From an optimization exercise on the open Yosys and OpenROAD flow, aimed at small area; shortcuts taken in it are not production practice. Only simulation tests tie the RTL to the original design; equivalence was not proved. Power figures rest on the tool's default switching activity, not on a simulated workload.

==> willow: inputs <==
==> flow/design.v (excerpt) <==
module soc_riscv_core
(
    input  logic               clk,
    input  logic               rst,
    input  logic [31:0]        core_instr_RDATA,
    input  logic               core_instr_RVALID,
    output logic               core_instr_RREADY,
    input  logic               core_instr_ARREADY,
    output logic [31:0]        core_instr_ARADDR,
    output logic               core_instr_ARVALID,
    output logic [31:0]        core_data_ARADDR,
    output logic               core_data_ARVALID,
    input  logic               core_data_ARREADY,
    output logic               core_data_RREADY,
    input  logic [31:0]        core_data_RDATA,
    input  logic               core_data_RVALID,
    output logic [31:0]        core_data_AWADDR,
    output logic               core_data_AWVALID,
    input  logic               core_data_AWREADY,
    output logic [31:0]        core_data_WDATA,
    input  logic               core_data_WREADY,
    output logic               core_data_WVALID
);
    logic [31:0] instr;
    logic [6:0]  opc;
    logic [2:0]  f3;
    logic        f7z, f7s;
    assign instr = core_instr_RDATA;
    assign opc   = instr[6:0];
    assign f3    = instr[14:12];
    assign f7z   = (instr[31:25] == 7'b0000000);
    assign f7s   = (instr[31:25] == 7'b0100000);
    logic is_op, is_opimm, is_lui, is_auipc, is_br, is_load, is_store, is_jalr, is_jal;
    assign is_op    = (opc == 7'b0110011);
    assign is_opimm = (opc == 7'b0010011);
    assign is_lui   = (opc == 7'b0110111);
    assign is_auipc = (opc == 7'b0010111);
    assign is_br    = (opc == 7'b1100011);
    assign is_load  = (opc == 7'b0000011);
    assign is_store = (opc == 7'b0100011);
    assign is_jalr  = (opc == 7'b1100111) & (f3 == 3'b000);
    assign is_jal   = (opc == 7'b1101111);
    logic mem_op, is_branch, is_jump, reg_wr;
    assign mem_op    = is_load | is_store;
    assign is_branch = is_br | is_jalr | is_jal;
    assign is_jump   = is_jalr | is_jal;
    assign reg_wr    = is_op | is_opimm | is_lui | is_auipc;
    logic [31:0] imm_i, imm_s, imm_b, imm_u, imm_j;
    assign imm_i = {{20{instr[31]}}, instr[31:20]};
  ...
export LEC_CHECK = 0
export CAP_MARGIN = 20
export CORE_MARGIN = 2
export CORE_UTILIZATION = 40
export CTS_CLUSTER_DIAMETER = 90
export CTS_CLUSTER_SIZE = 25
export SLEW_MARGIN = 20
export SYNTH_HIERARCHICAL = 1
create_clock -name core_clock -period 12.0 [get_ports {clk}]
standard.sh (not shown) runs the stock make flow with config.mk's settings and CLKGATE_MAP_FILE= SYNTH_SCRIPT=/design/flow/synth_recipe.tcl, a recipe that flattens the netlist after the stock synthesis.
==> flow/flow/run.sh <==
#!/bin/bash
# The standard layout (standard.sh), changed in two ways:
#  - ABC maps the logic with an area-oriented script (synth_relaxed.tcl),
#  - the port buffers are the smallest buffer cell.
set -euo pipefail
here=$(pwd)
export RELAXED_ABC_SCRIPT=$here/flow/abc_area_relaxed.script
export BUFFER_PORTS_ARGS="-buffer_cell sky130_fd_sc_hd__buf_1"
sed "s#SYNTH_SCRIPT=[^ ]*#SYNTH_SCRIPT=$here/flow/synth_relaxed.tcl#" standard.sh > standard_relaxed.sh
grep -q "SYNTH_SCRIPT=$here/flow/synth_relaxed.tcl" standard_relaxed.sh
bash standard_relaxed.sh > standard_flow.log 2>&1
==> flow/flow/abc_area_relaxed.script <==
&get -n
&st
&dch -f
&nf -R 1000 -p
&st
&dch -f
&nf -R 1000 -p
&st
&dch -f
&nf -R 1000 -p
&st
&dch -f
&nf -R 1000 -p
&st
&dch -f
&nf -R 1000 -p
&put
topo
==> flow/flow/synth_relaxed.tcl <==
# The standard flow's synthesis script (standard synthesis, -nofsm -noshare, then
# flattened and renamed the same way), with ABC's technology mapping run
# from an area-oriented script. Registers are mapped before ABC, so they
# are the standard synthesis's registers.
proc synth {args} { yosys synth -nofsm -noshare {*}$args }
proc abc {args} {
  set i [lsearch -exact $args -script]
  if {$i >= 0} { set args [lreplace $args [expr {$i+1}] [expr {$i+1}] $::env(RELAXED_ABC_SCRIPT)] }
  yosys abc {*}$args
}
source $::env(SCRIPTS_DIR)/synth.tcl
# left out here: clear keep_hierarchy, flatten, clean up, hide names made inside functions, write 1_2_yosys.v
==> juniper: changes against willow <==
- CAP_MARGIN: 20 -> 10
- SLEW_MARGIN: 20 -> 10
==> onyx: changes against willow <==
--- a/flow/design.v
+++ b/flow/design.v
@@ -155,14 +155,16 @@
         if (sel_sltu) ex_out = {31'd0, ltu};
         if (sel_lg)   ex_out = lg;
         if (sel_sll)  ex_out = shl_out;
         if (sel_sr)   ex_out = shr;
     end
     logic cmp;
     assign cmp = f3[2] ? ((f3[1] ? ltu : lt) ^ f3[0]) : (eq ^ (f3[0] & ~f3[1]));
+    logic [31:0] new_pc;
+    assign new_pc = (is_br & ~cmp) ? cur_pc4 : sum;
     logic [1:0]  ls_state;
     logic [31:0] wds, asy;
     logic        rsync, osync;
     assign rsync = ~(csync[2] & (csync[1] | csync[0]));
     logic [4:0]  rdsync;
     logic [2:0]  csync;
     logic        d_arvalid, d_rready, awvalid, wvalid;
@@ -244,90 +246,59 @@
             rf_we   = 1'b1;
             rf_data = cur_pc4;
             rf_addr = instr[11:7];
         end
     end
     logic fetch_stall;
     assign fetch_stall = mem_op | osync;
-    logic fb_fs, fb_ms, fb_ar, fb_rr, fb_br, fb_go;
-    assign fb_fs = fetch_stall;
-    assign fb_ms = ~fb_fs & mstall;
-    assign fb_ar = ~fb_fs & ~mstall & core_instr_ARREADY & f_arvalid;
-    assign fb_rr = ~fb_fs & ~mstall & ~fb_ar & f_rready & core_instr_RVALID;
-    assign fb_br = ~fb_fs & ~mstall & ~fb_ar & ~fb_rr & is_branch;
-    assign fb_go = ~fb_fs & ~mstall & ~fb_ar & ~fb_rr & ~is_branch & core_instr_ARREADY;
+    logic [31:0] pc_write;
+    assign pc_write = mstall ? cur_pc4 : cur_pc;
     always_ff @(posedge clk) begin
         if (!rst) begin
             f_arvalid <= 1'b0;
+            f_araddr  <= 30'd0;
             f_rready  <= 1'b0;
             mstall    <= 1'b0;
             pwe       <= 1'b0;
-        end else if (fb_fs) begin
+            cur_pc    <= 32'd0;
+        end else if (fetch_stall) begin
             f_arvalid <= 1'b0;
+            f_araddr  <= cur_pc[31:2];
             f_rready  <= 1'b0;
             pwe       <= 1'b1;
             mstall    <= 1'b1;
-        end else if (fb_ms) begin
+        end else if (mstall) begin
             mstall    <= 1'b0;
+            cur_pc    <= pc4;
             pwe       <= 1'b1;
-        end else if (fb_ar) begin
+        end else if (core_instr_ARREADY & f_arvalid) begin
             f_rready  <= 1'b1;
             f_arvalid <= 1'b0;
             pwe       <= 1'b0;
-        end else if (fb_rr) begin
+        end else if (f_rready & core_instr_RVALID) begin
             f_rready  <= 1'b0;
             pwe       <= 1'b0;
-        end else if (fb_br) begin
+        end else if (is_branch) begin
             f_arvalid <= 1'b0;
             pwe       <= 1'b0;
-        end else if (fb_go) begin
+        end else if (core_instr_ARREADY) begin
             f_arvalid <= 1'b1;
+            f_araddr  <= pc[31:2];
+            cur_pc    <= pc;
             pwe       <= 1'b0;
         end
     end
-    logic fa_c, fa_p, fa_h, cp_4, cp_p, cp_h;
-    assign fa_c = rst & fb_fs;
-    assign fa_p = rst & fb_go;
-    assign fa_h = rst & ~fb_fs & ~fb_go;
-    assign cp_4 = rst & fb_ms;
-    assign cp_p = rst & fb_go;
-    assign cp_h = rst & ~fb_ms & ~fb_go;
-    logic [29:0] f_araddr_d;
-    logic [31:0] cur_pc_d;
-    genvar gf;
-    generate
-        for (gf = 0; gf < 30; gf++) begin : g_fa
-            ao222 u_m (.a1(fa_c), .a2(cur_pc[gf+2]), .b1(fa_p), .b2(pc[gf+2]), .c1(fa_h), .c2(f_araddr[gf]),
-                       .y(f_araddr_d[gf]));
-        end
-        for (gf = 0; gf < 32; gf++) begin : g_cp
-            ao222 u_m (.a1(cp_4), .a2(pc4[gf]), .b1(cp_p), .b2(pc[gf]), .c1(cp_h), .c2(cur_pc[gf]),
-                       .y(cur_pc_d[gf]));
-        end
-    endgenerate
     always_ff @(posedge clk) begin
-        f_araddr <= f_araddr_d;
-        cur_pc   <= cur_pc_d;
+        case (ifu_state)
+            2'b00:   pc <= pwe ? pc_write : 32'd0;
+            2'b01:   pc <= pwe ? pc_write : pc;
+            2'b11:   pc <= pwe ? pc_write : pc4;
+            default: pc <= pwe ? pc_write : (is_branch ? new_pc : pc4);
+        endcase
     end
-    logic pt_c, pt_c4, pt_p, pt_p4, pt_s, taken;
-    assign taken = ~(is_br & ~cmp);
-    assign pt_c  = pwe & ~mstall;
-    assign pt_c4 = (pwe & mstall) | (~pwe & (ifu_state == 2'b10) & is_branch & ~taken);
-    assign pt_p  = ~pwe & (ifu_state == 2'b01);
-    assign pt_p4 = ~pwe & ((ifu_state == 2'b11) | ((ifu_state == 2'b10) & ~is_branch));
-    assign pt_s  = ~pwe & (ifu_state == 2'b10) & is_branch & taken;
-    logic [31:0] pc_d;
-    genvar gp;
-    generate
-        for (gp = 0; gp < 32; gp++) begin : g_pc
-            ao22222 u_m (.a1(pt_c), .a2(cur_pc[gp]), .b1(pt_c4), .b2(cur_pc4[gp]), .c1(pt_p), .c2(pc[gp]),
-                         .d1(pt_p4), .d2(pc4[gp]), .e1(pt_s), .e2(sum[gp]), .y(pc_d[gp]));
-        end
-    endgenerate
-    always_ff @(posedge clk) pc <= pc_d;
     always_ff @(posedge clk) begin
         if (!rst) ifu_state <= 2'b00;
         else case (ifu_state)
             2'b00:   ifu_state <= 2'b10;
             2'b01:   if (core_instr_RVALID) ifu_state <= 2'b10;
             2'b11:   ifu_state <= 2'b01;
             default: ifu_state <= is_branch ? 2'b11 : 2'b01;
@@ -554,13 +525,7 @@
     assign c31 = g[30] | (p[30] & gx[2]);
     assign ltu = ~c32;
     assign lt  = ~(a[31] ^ b[31]) ^ c31;
 endmodule
 module ao22 (input logic a1, a2, b1, b2, output logic y);
     assign y = (a1 & a2) | (b1 & b2);
 endmodule
-module ao222 (input logic a1, a2, b1, b2, c1, c2, output logic y);
-    assign y = (a1 & a2) | (b1 & b2) | (c1 & c2);
-endmodule
-module ao22222 (input logic a1, a2, b1, b2, c1, c2, d1, d2, e1, e2, output logic y);
-    assign y = (a1 & a2) | (b1 & b2) | (c1 & c2) | (d1 & d2) | (e1 & e2);
-endmodule
- CAP_MARGIN: 20 -> 10
- SLEW_MARGIN: 20 -> 10
==> results.txt <==
|  | willow | onyx | juniper |
|---|---|---|---|
| Internal power of the cells | 7.23 mW | 7.23 mW | 7.20 mW |
| Worst Setup Slack post-DPL | 0.731 ns | 0.753 ns | 0.724 ns |
| Cell row count | 135 | 136 | 135 |
| Synthesized area per cell | 9.95 µm² | 9.77 µm² | 9.95 µm² |
| Maximum capacitance violations | 0 | 0 | 1 |
| Met3 global-route usage | 0.114 | 0.119 | 0.114 |
| DIE WIDTH | 373 µm | 376 µm | 373 µm |
| Worst setup margin | 0.923 ns | 0.363 ns | 0.887 ns |
| Initial Util | 0.403 | 0.403 | 0.403 |
| Core occupancy in the finished layout | 0.462 | 0.463 | 0.461 |
| Crit path top cell by count | sky130_fd_sc_hd__buf_4 | sky130_fd_sc_hd__a21oi_1 | sky130_fd_sc_hd__buf_4 |
| Status | complete, no violations | complete, no violations | complete, but fails checks |
| Layout check failures | - | - | max-capacitance violations, max-slew violations |
| Slowest stage delay, CP | 0.99 ns | 1.33 ns | 1.01 ns |
| Final Instance Area | 62,600 µm² | 63,600 µm² | 62,500 µm² |
| Insertion delay of the later-clocked pin in the worst-skew pair | 0.80 ns | 0.77 ns | 0.79 ns |
| Number of nets in the layout | 6,281 | 6,475 | 6,280 |
| Number of antenna diodes | 7 | 6 | 8 |
| Count of pins over their slew limit | 0 | 0 | 1 |
| Sequential power | 5.88 mW | 5.93 mW | 5.87 mW |
| Share of final-layout standard cells stronger than drive strength 1 | 0.0843 | 0.0802 | 0.0835 |
| Iter 0 DRT Violations | 12,486 | 13,183 | 12,622 |
| Mean number of vias per cell | 7.53 | 7.44 | 7.52 |
| Endpoint of the worst-slack reg-to-reg timing path | rq[892]$_DFF_P_ | pc[12]$_DFFE_PP_ | rq[981]$_DFF_P_ |
| Data required time of the worst path | 12.62 ns | 12.48 ns | 12.59 ns |

==> what the ideal ports hide <==
Ports are ideal in the flow. The routed layouts listed here were re-timed in OpenROAD.
Step 1 (the two cells are an assumption about what drives the block):
set clk [get_ports {clk}]
set_driving_cell -lib_cell sky130_fd_sc_hd__clkbuf_16 $clk
set_driving_cell -lib_cell sky130_fd_sc_hd__buf_2 [delete_from_list [all_inputs] $clk]
Step 2 also shifts input and output timing later by t, the mid clock arrival at the registers, as if the neighbouring blocks saw the same clock.
Slacks: no drivers / after step 1 / after step 2; pairs: no drivers / after step 1.
run	t (ns)	slack for setup (ns)	slew at the worst register clock pin (ns)
willow	0.853	0.923 / 0.967 / 0.114	0.11 / 0.11
juniper	0.829	0.887 / 0.926 / 0.097	0.11 / 0.11
onyx	0.825	0.363 / 0.421 / -0.404	0.11 / 0.11
With both steps, setup timing fails in onyx, where it was met with ideal ports. For willow, which loses most, drivers alone change the setup slack by +0.044 ns; drivers and shift together by -0.809 ns.
